This is an optimization exercise on Yosys and OpenROAD, whose aim is small area, not a production implementation.
The RTL was checked by simulation tests, not by an equivalence proof against the original design.
The flow treats the clock pin as an ideal source. Dropping or thinning the clock tree relies on that and would not hold on a real chip.
No activity file was given, so power comes from the tool's default toggle rates.

## run A
## robot_eye
module robot_eye (
  input  wire       clk,
  input  wire       rst,
  input  wire       move_en,
  input  wire       osc_reset,
  output wire       servo_a,
  output wire       servo_b,
  output wire       servo_lid_a,
  output wire       servo_lid_b,
  output wire [7:0] swing_count
);
Size: roughly 340 cells after synthesis.
export LEC_CHECK = 0
export CAP_MARGIN = 20
export CORE_MARGIN = 2
export CORE_UTILIZATION = 40
export SLEW_MARGIN = 20
create_clock -name core_clock -period 10.0 [get_ports {clk}]
standard.sh (not shown) runs the stock make flow with config.mk's settings and CLKGATE_MAP_FILE= SYNTH_SCRIPT=/design/flow/synth_recipe.tcl, a recipe that flattens the netlist after the stock synthesis.
==> flow/flow/run.sh <==
#!/bin/bash
# Own layout flow: the standard synthesis, then an area-oriented re-mapping
# of the combinational logic (registers untouched), then the standard
# layout with smaller port buffers and a clock tree without dummy loads.
set -euo pipefail
W=$(pwd)
R=$W/orfs/results/$FLOW_PLATFORM/robot_eye/base
LIB=$FLOW_HOME/platforms/$FLOW_PLATFORM/lib/sky130_fd_sc_hd__tt_025C_1v80.lib

bash standard.sh synth > $W/log_1_synth.txt 2>&1
cp $R/1_2_yosys.v $W/synth_standard.v

python3 flow/mkmodels.py $LIB $W/comb_models.v > $W/log_2_models.txt 2>&1
# Several seeds of the randomised AIG optimisation in parallel; keep the
# smallest mapped netlist.
SEEDS="1 2 3 4 5 6 7 8"
for S in $SEEDS; do
  if (( S == 5 )); then wait; fi
  sed "s/@SEED@/$S/" flow/area.script > $W/area_$S.script
  RESYN_LIB=$LIB RESYN_IN=$W/synth_standard.v RESYN_OUT=$W/synth_resyn_$S.v \
  RESYN_SCRIPT=$W/area_$S.script \
    yosys -c flow/resyn.tcl > $W/log_3_resyn_$S.txt 2>&1 &
done
wait
best=""; bestA=""
for S in $SEEDS; do
  [[ -s $W/synth_resyn_$S.v && -f $W/synth_resyn_$S.v.after.txt ]] || continue
  a=$(awk '/Chip area/{print $NF}' $W/synth_resyn_$S.v.after.txt)
  echo "seed $S: area $a" >> $W/log_3_resyn_pick.txt
  if [[ -z "$best" ]] || awk -v a=$a -v b=$bestA 'BEGIN{exit !(a < b)}'; then best=$S; bestA=$a; fi
done
echo "picked seed $best ($bestA)" >> $W/log_3_resyn_pick.txt
cp $W/synth_resyn_$best.v $W/synth_resyn.v
cp $W/synth_resyn.v $R/1_2_yosys.v
rm -f $R/1_synth.odb $R/1_synth.sdc

bash standard.sh "BUFFER_PORTS_ARGS=-buffer_cell sky130_fd_sc_hd__buf_1" place > $W/log_4_place.txt 2>&1

CBUF=${CBUF:-sky130_fd_sc_hd__buf_6}; NCL=${NCL:-4}
if [[ -f flow/clk_cfg ]]; then read CBUF NCL < flow/clk_cfg; fi
CBUF=$CBUF NCL=$NCL CBUF_UP="sky130_fd_sc_hd__clkbuf_8 sky130_fd_sc_hd__buf_8 sky130_fd_sc_hd__clkbuf_16" CTS_SLEW_LIMIT=0.110 CTS_RESULTS=$R CTS_FLOWDIR=$W/flow \
  openroad -no_init -exit flow/my_cts.tcl > $W/log_5_cts.txt 2>&1
cp $R/4_1_cts.odb $R/4_cts.odb
cp $R/3_place.sdc $R/4_cts.sdc
echo 'set_propagated_clock [get_clocks {core_clock}]' >> $R/4_cts.sdc

bash standard.sh \
  "BUFFER_PORTS_ARGS=-buffer_cell sky130_fd_sc_hd__buf_1" \
  finish > $W/log_6_layout.txt 2>&1
==> flow/flow/area.script <==
strash
&get -n
&deepsyn -T 90 -S @SEED@
&put
dch -f
amap -F 10 -A 20 -C 1000
topo
==> flow/flow/clkbuf.tcl <==
set db [ord::get_db]
set block [ord::get_db_block]
set clknet [$block findNet clk]
set master [$db findMaster $::env(CBUF)]
set K $::env(NCL)
set its {}; set xs {}; set ys {}
foreach it [$clknet getITerms] {
  lappend its $it
  set bb [[$it getInst] getBBox]
  lappend xs [expr {([$bb xMin] + [$bb xMax]) / 2}]
  lappend ys [expr {([$bb yMin] + [$bb yMax]) / 2}]
}
set n [llength $its]
# k-means, init: spread by sorted x then y
set order [lsort -integer -indices $xs]
set cx {}; set cy {}
for {set k 0} {$k < $K} {incr k} {
  set i [lindex $order [expr {int(($k + 0.5) * $n / $K)}]]
  lappend cx [lindex $xs $i]; lappend cy [lindex $ys $i]
}
for {set iter 0} {$iter < 30} {incr iter} {
  set cap [expr {int(ceil(double($n) / $K)) + 1}]
  set pairs {}
  for {set i 0} {$i < $n} {incr i} {
    for {set k 0} {$k < $K} {incr k} {
      set d [expr {abs([lindex $xs $i] - [lindex $cx $k]) + abs([lindex $ys $i] - [lindex $cy $k])}]
      lappend pairs [list $d $i $k]
    }
  }
  set pairs [lsort -real -index 0 $pairs]
  set asg [lrepeat $n -1]; set cnt [lrepeat $K 0]
  foreach pr $pairs {
    lassign $pr d i k
    if {[lindex $asg $i] >= 0 || [lindex $cnt $k] >= $cap} continue
    lset asg $i $k; lset cnt $k [expr {[lindex $cnt $k] + 1}]
  }
  set ncx {}; set ncy {}
  for {set k 0} {$k < $K} {incr k} {
    set sx 0; set sy 0; set c 0
    for {set i 0} {$i < $n} {incr i} { if {[lindex $asg $i] == $k} { set sx [expr {$sx + [lindex $xs $i]}]; set sy [expr {$sy + [lindex $ys $i]}]; incr c } }
    if {$c > 0} { lappend ncx [expr {$sx / $c}]; lappend ncy [expr {$sy / $c}] } else { lappend ncx [lindex $cx $k]; lappend ncy [lindex $cy $k] }
  }
  set cx $ncx; set cy $ncy
}
for {set k 0} {$k < $K} {incr k} {
  set inst [odb::dbInst_create $block $master clkbuf_leaf_$k]
  set net [odb::dbNet_create $block clknet_leaf_$k]
  $net setSigType CLOCK
  for {set i 0} {$i < $n} {incr i} { if {[lindex $asg $i] == $k} { set it [lindex $its $i]; $it disconnect; $it connect $net } }
  [$inst findITerm A] connect $clknet
  [$inst findITerm X] connect $net
  $inst setLocation [lindex $cx $k] [lindex $cy $k]
  $inst setPlacementStatus PLACED
}
==> flow/flow/my_cts.tcl <==
# Clock buffering in place of ORFS's CTS step: the flip-flops are split into
# NCL clusters by position, each driven by one clock buffer fed from clk.
set P $::env(FLOW_HOME)/platforms/$::env(FLOW_PLATFORM)
set R $::env(CTS_RESULTS)
read_lef $P/lef/sky130_fd_sc_hd.tlef
read_lef $P/lef/sky130_fd_sc_hd_merged.lef
read_liberty $P/lib/sky130_fd_sc_hd__tt_025C_1v80.lib
read_db $R/3_place.odb
read_sdc $R/3_place.sdc
source $P/setRC.tcl
source $::env(CTS_FLOWDIR)/clkbuf.tcl
detailed_placement
check_placement -verbose
set_propagated_clock [all_clocks]
estimate_parasitics -placement
report_clock_skew
report_worst_slack -min
report_worst_slack -max
# Upsize each leaf buffer, in steps, until its flip-flops see a clock edge
# faster than CTS_SLEW_LIMIT.
proc leaf_slew { inst } {
  set net [get_nets -of_objects [get_pins -of_objects $inst -filter "direction==output"]]
  set w 0
  foreach p [get_pins -of_objects $net -filter "direction==input"] {
    set s [get_property $p slew_max]; if {$s > $w} { set w $s }
  }
  return $w
}
foreach inst [get_cells clkbuf_leaf_*] {
  foreach up $::env(CBUF_UP) {
    set w [leaf_slew $inst]
    puts "[get_full_name $inst] [get_property $inst ref_name]: worst sink slew $w"
    if {$w <= $::env(CTS_SLEW_LIMIT)} break
    replace_cell $inst [get_lib_cells */$up]
    estimate_parasitics -placement
  }
  puts "[get_full_name $inst] [get_property $inst ref_name]: worst sink slew [leaf_slew $inst]"
}
detailed_placement
check_placement -verbose
estimate_parasitics -placement
set worst 0
foreach pin [get_pins -hierarchical */CLK] {
  set s [get_property $pin slew_max]
  if {$s > $worst} { set worst $s }
}
puts "worst flip-flop clock slew (placement estimate): $worst"
write_db $R/4_1_cts.odb
Other scripts of this flow, unchanged in this note and not shown: flow/flow/dont_use.txt, flow/flow/mkmodels.py, flow/flow/resyn.tcl
Run A reached the final stage; the timing, design-rule and antenna checks on its layout passed.
What run B does differently from run A at the input level:
Settings: a change of CORE_UTILIZATION from 40 to 65.
-- flow/flow/run.sh --
<<< run A, line 15
# smallest mapped netlist.
SEEDS="1 2 3 4 5 6 7 8"
for S in $SEEDS; do
  if (( S == 5 )); then wait; fi
  sed "s/@SEED@/$S/" flow/area.script > $W/area_$S.script
>>> run B, line 15
# smallest mapped netlist.
for S in 1 2 3 4; do
  sed "s/@SEED@/$S/" flow/area.script > $W/area_$S.script
<<< run A, line 25
best=""; bestA=""
for S in $SEEDS; do
  [[ -s $W/synth_resyn_$S.v && -f $W/synth_resyn_$S.v.after.txt ]] || continue
>>> run B, line 23
best=""; bestA=""
for S in 1 2 3 4; do
  [[ -s $W/synth_resyn_$S.v && -f $W/synth_resyn_$S.v.after.txt ]] || continue
<<< run A, line 38

CBUF=${CBUF:-sky130_fd_sc_hd__buf_6}; NCL=${NCL:-4}
if [[ -f flow/clk_cfg ]]; then read CBUF NCL < flow/clk_cfg; fi
CBUF=$CBUF NCL=$NCL CBUF_UP="sky130_fd_sc_hd__clkbuf_8 sky130_fd_sc_hd__buf_8 sky130_fd_sc_hd__clkbuf_16" CTS_SLEW_LIMIT=0.110 CTS_RESULTS=$R CTS_FLOWDIR=$W/flow \
  openroad -no_init -exit flow/my_cts.tcl > $W/log_5_cts.txt 2>&1
>>> run B, line 36

CBUF=${CBUF:-sky130_fd_sc_hd__clkbuf_8}; NCL=${NCL:-4}
if [[ -f flow/clk_cfg ]]; then read CBUF NCL < flow/clk_cfg; fi
CBUF=$CBUF NCL=$NCL CTS_RESULTS=$R CTS_FLOWDIR=$W/flow \
  openroad -no_init -exit flow/my_cts.tcl > $W/log_5_cts.txt 2>&1
==> flow/flow/area.script <==
strash
&get -n
&deepsyn -T 30 -S @SEED@
&put
dch -f
amap -F 10 -A 20 -C 1000
topo
-- flow/flow/clkbuf.tcl --
<<< run A, line 20
}
for {set iter 0} {$iter < 30} {incr iter} {
  set cap [expr {int(ceil(double($n) / $K)) + 1}]
  set pairs {}
  for {set i 0} {$i < $n} {incr i} {
    for {set k 0} {$k < $K} {incr k} {
      set d [expr {abs([lindex $xs $i] - [lindex $cx $k]) + abs([lindex $ys $i] - [lindex $cy $k])}]
      lappend pairs [list $d $i $k]
    }
  }
  set pairs [lsort -real -index 0 $pairs]
  set asg [lrepeat $n -1]; set cnt [lrepeat $K 0]
  foreach pr $pairs {
    lassign $pr d i k
    if {[lindex $asg $i] >= 0 || [lindex $cnt $k] >= $cap} continue
    lset asg $i $k; lset cnt $k [expr {[lindex $cnt $k] + 1}]
  }
>>> run B, line 20
}
for {set iter 0} {$iter < 50} {incr iter} {
  set asg {}
  for {set i 0} {$i < $n} {incr i} {
    set best -1; set bd 1e30
    for {set k 0} {$k < $K} {incr k} {
      set dx [expr {[lindex $xs $i] - [lindex $cx $k]}]; set dy [expr {[lindex $ys $i] - [lindex $cy $k]}]
      set d [expr {abs($dx) + abs($dy)}]
      if {$d < $bd} { set bd $d; set best $k }
    }
    lappend asg $best
  }
==> flow/flow/my_cts.tcl <==
# Clock buffering in place of ORFS's CTS step: the flip-flops are split into
# NCL clusters by position, each driven by one clock buffer fed from clk.
set P $::env(FLOW_HOME)/platforms/$::env(FLOW_PLATFORM)
set R $::env(CTS_RESULTS)
read_lef $P/lef/sky130_fd_sc_hd.tlef
read_lef $P/lef/sky130_fd_sc_hd_merged.lef
read_liberty $P/lib/sky130_fd_sc_hd__tt_025C_1v80.lib
read_db $R/3_place.odb
read_sdc $R/3_place.sdc
source $P/setRC.tcl
source $::env(CTS_FLOWDIR)/clkbuf.tcl
detailed_placement
check_placement -verbose
set_propagated_clock [all_clocks]
estimate_parasitics -placement
report_clock_skew
report_worst_slack -min
report_worst_slack -max
set worst 0
foreach pin [get_pins -hierarchical */CLK] {
  set s [get_property $pin slew_max]
  if {$s > $worst} { set worst $s }
}
puts "worst flip-flop clock slew (placement estimate): $worst"
write_db $R/4_1_cts.odb
[summary]
Run B: full flow OK, the timing, design-rule and antenna checks passed
Delta (run B minus run A): net switching power shows a reduction of 12 uW, routed wire length decreased about 0.9%, time the worst path needs with I/O delays and setup dropped 240 ps, global-route usage rose by 8.2 points.
Data arrival time at the worst-slack endpoint on run B is down relative to run A.
The wire length on met1 in run A is 1.12 times that in run B.
From run A to run B, setup TNS did not move at all.
Re largest stage delay on the critical path: run A and run B aren't equal, and the lower value belongs to run A.
### run B -> run C
Settings: a change of CORE_UTILIZATION from 65 to 40.
-- flow/flow/run.sh --
<<< run B, line 38
if [[ -f flow/clk_cfg ]]; then read CBUF NCL < flow/clk_cfg; fi
CBUF=$CBUF NCL=$NCL CTS_RESULTS=$R CTS_FLOWDIR=$W/flow \
  openroad -no_init -exit flow/my_cts.tcl > $W/log_5_cts.txt 2>&1
>>> run C, line 38
if [[ -f flow/clk_cfg ]]; then read CBUF NCL < flow/clk_cfg; fi
CBUF=$CBUF NCL=$NCL CBUF_BIG=sky130_fd_sc_hd__clkbuf_16 CTS_SLEW_LIMIT=0.110 CTS_RESULTS=$R CTS_FLOWDIR=$W/flow \
  openroad -no_init -exit flow/my_cts.tcl > $W/log_5_cts.txt 2>&1
-- flow/flow/clkbuf.tcl --
<<< run B, line 20
}
for {set iter 0} {$iter < 50} {incr iter} {
  set asg {}
  for {set i 0} {$i < $n} {incr i} {
    set best -1; set bd 1e30
    for {set k 0} {$k < $K} {incr k} {
      set dx [expr {[lindex $xs $i] - [lindex $cx $k]}]; set dy [expr {[lindex $ys $i] - [lindex $cy $k]}]
      set d [expr {abs($dx) + abs($dy)}]
      if {$d < $bd} { set bd $d; set best $k }
    }
    lappend asg $best
  }
>>> run C, line 20
}
for {set iter 0} {$iter < 30} {incr iter} {
  set cap [expr {int(ceil(double($n) / $K)) + 1}]
  set pairs {}
  for {set i 0} {$i < $n} {incr i} {
    for {set k 0} {$k < $K} {incr k} {
      set d [expr {abs([lindex $xs $i] - [lindex $cx $k]) + abs([lindex $ys $i] - [lindex $cy $k])}]
      lappend pairs [list $d $i $k]
    }
  }
  set pairs [lsort -real -index 0 $pairs]
  set asg [lrepeat $n -1]; set cnt [lrepeat $K 0]
  foreach pr $pairs {
    lassign $pr d i k
    if {[lindex $asg $i] >= 0 || [lindex $cnt $k] >= $cap} continue
    lset asg $i $k; lset cnt $k [expr {[lindex $cnt $k] + 1}]
  }
-- flow/flow/my_cts.tcl --
<<< run B, line 18
report_worst_slack -max
set worst 0
>>> run C, line 18
report_worst_slack -max
# Upsize a leaf buffer whose flip-flops see a slow clock edge.
foreach inst [get_cells clkbuf_leaf_*] {
  set net [get_nets -of_objects [get_pins -of_objects $inst -filter "direction==output"]]
  set w 0
  foreach p [get_pins -of_objects $net -filter "direction==input"] {
    set s [get_property $p slew_max]; if {$s > $w} { set w $s }
  }
  puts "[get_full_name $inst]: worst sink slew $w"
  if {$w > $::env(CTS_SLEW_LIMIT)} {
    replace_cell $inst [get_lib_cells */$::env(CBUF_BIG)]
    puts "  upsized to $::env(CBUF_BIG)"
  }
}
detailed_placement
check_placement -verbose
estimate_parasitics -placement
set worst 0
### Flow results
- Of run B and run C, the run reporting the higher multi-input gate count was run C.
- Logic gate share of total power was lower in run C than in run B.
- The global-route usage reported for run C is smaller than that of run B by 6.0 points.
- Worst hold slack across run B and run C: no real change.
- Run C vs. run B: final-report hold violation count shows no meaningful change; routed wire length shows an increase of 510 um.
- Multi-input gate area in the final layout sits lower in run C than in run B.
- Run C: full flow OK, the timing, design-rule and antenna checks passed
- Run C vs run B — placed cell count climbed by a few percent
- The run showing the greater fmax is run B.
- Relative to run B, register-to-register slack has gone up in run C.
- Run C vs run B — placement row count rose 26%.
In every run of this note, the design's own scripts or RTL, not TritonCTS, make the clock network.

## static timing again, ports no longer ideal
The results above use ideal ports. As a check the final layouts listed here were re-extracted and re-timed, cells and wires unchanged.
Step 1: set_driving_cell puts a clkbuf_16 on clk and a buf_2 on each other input, an assumption about the parent block.
Step 2 times the ports against the registers' clock, not the clock port: input delays grow and output delays shrink by t, the midpoint of the rising clock arrivals with the driver on.
a / b / c = no drivers / after step 1 / after step 2; a / b = the first two.
| run | shift t [ns] | slack for setup (ns) | hold WS [ns] | worst setup path at the end |
|---|---|---|---|---|
| run A | 0.206 | 5.965 / 5.903 / 6.109 | 0.336 / 0.336 / 0.336 | register to output |
| run B | 0.210 | 6.202 / 6.146 / 6.285 | 0.335 / 0.335 / 0.335 | register to register |
| run C | 0.212 | 5.990 / 5.924 / 6.136 | 0.335 / 0.335 / 0.335 | register to output |
After both steps every run listed still meets setup and hold.
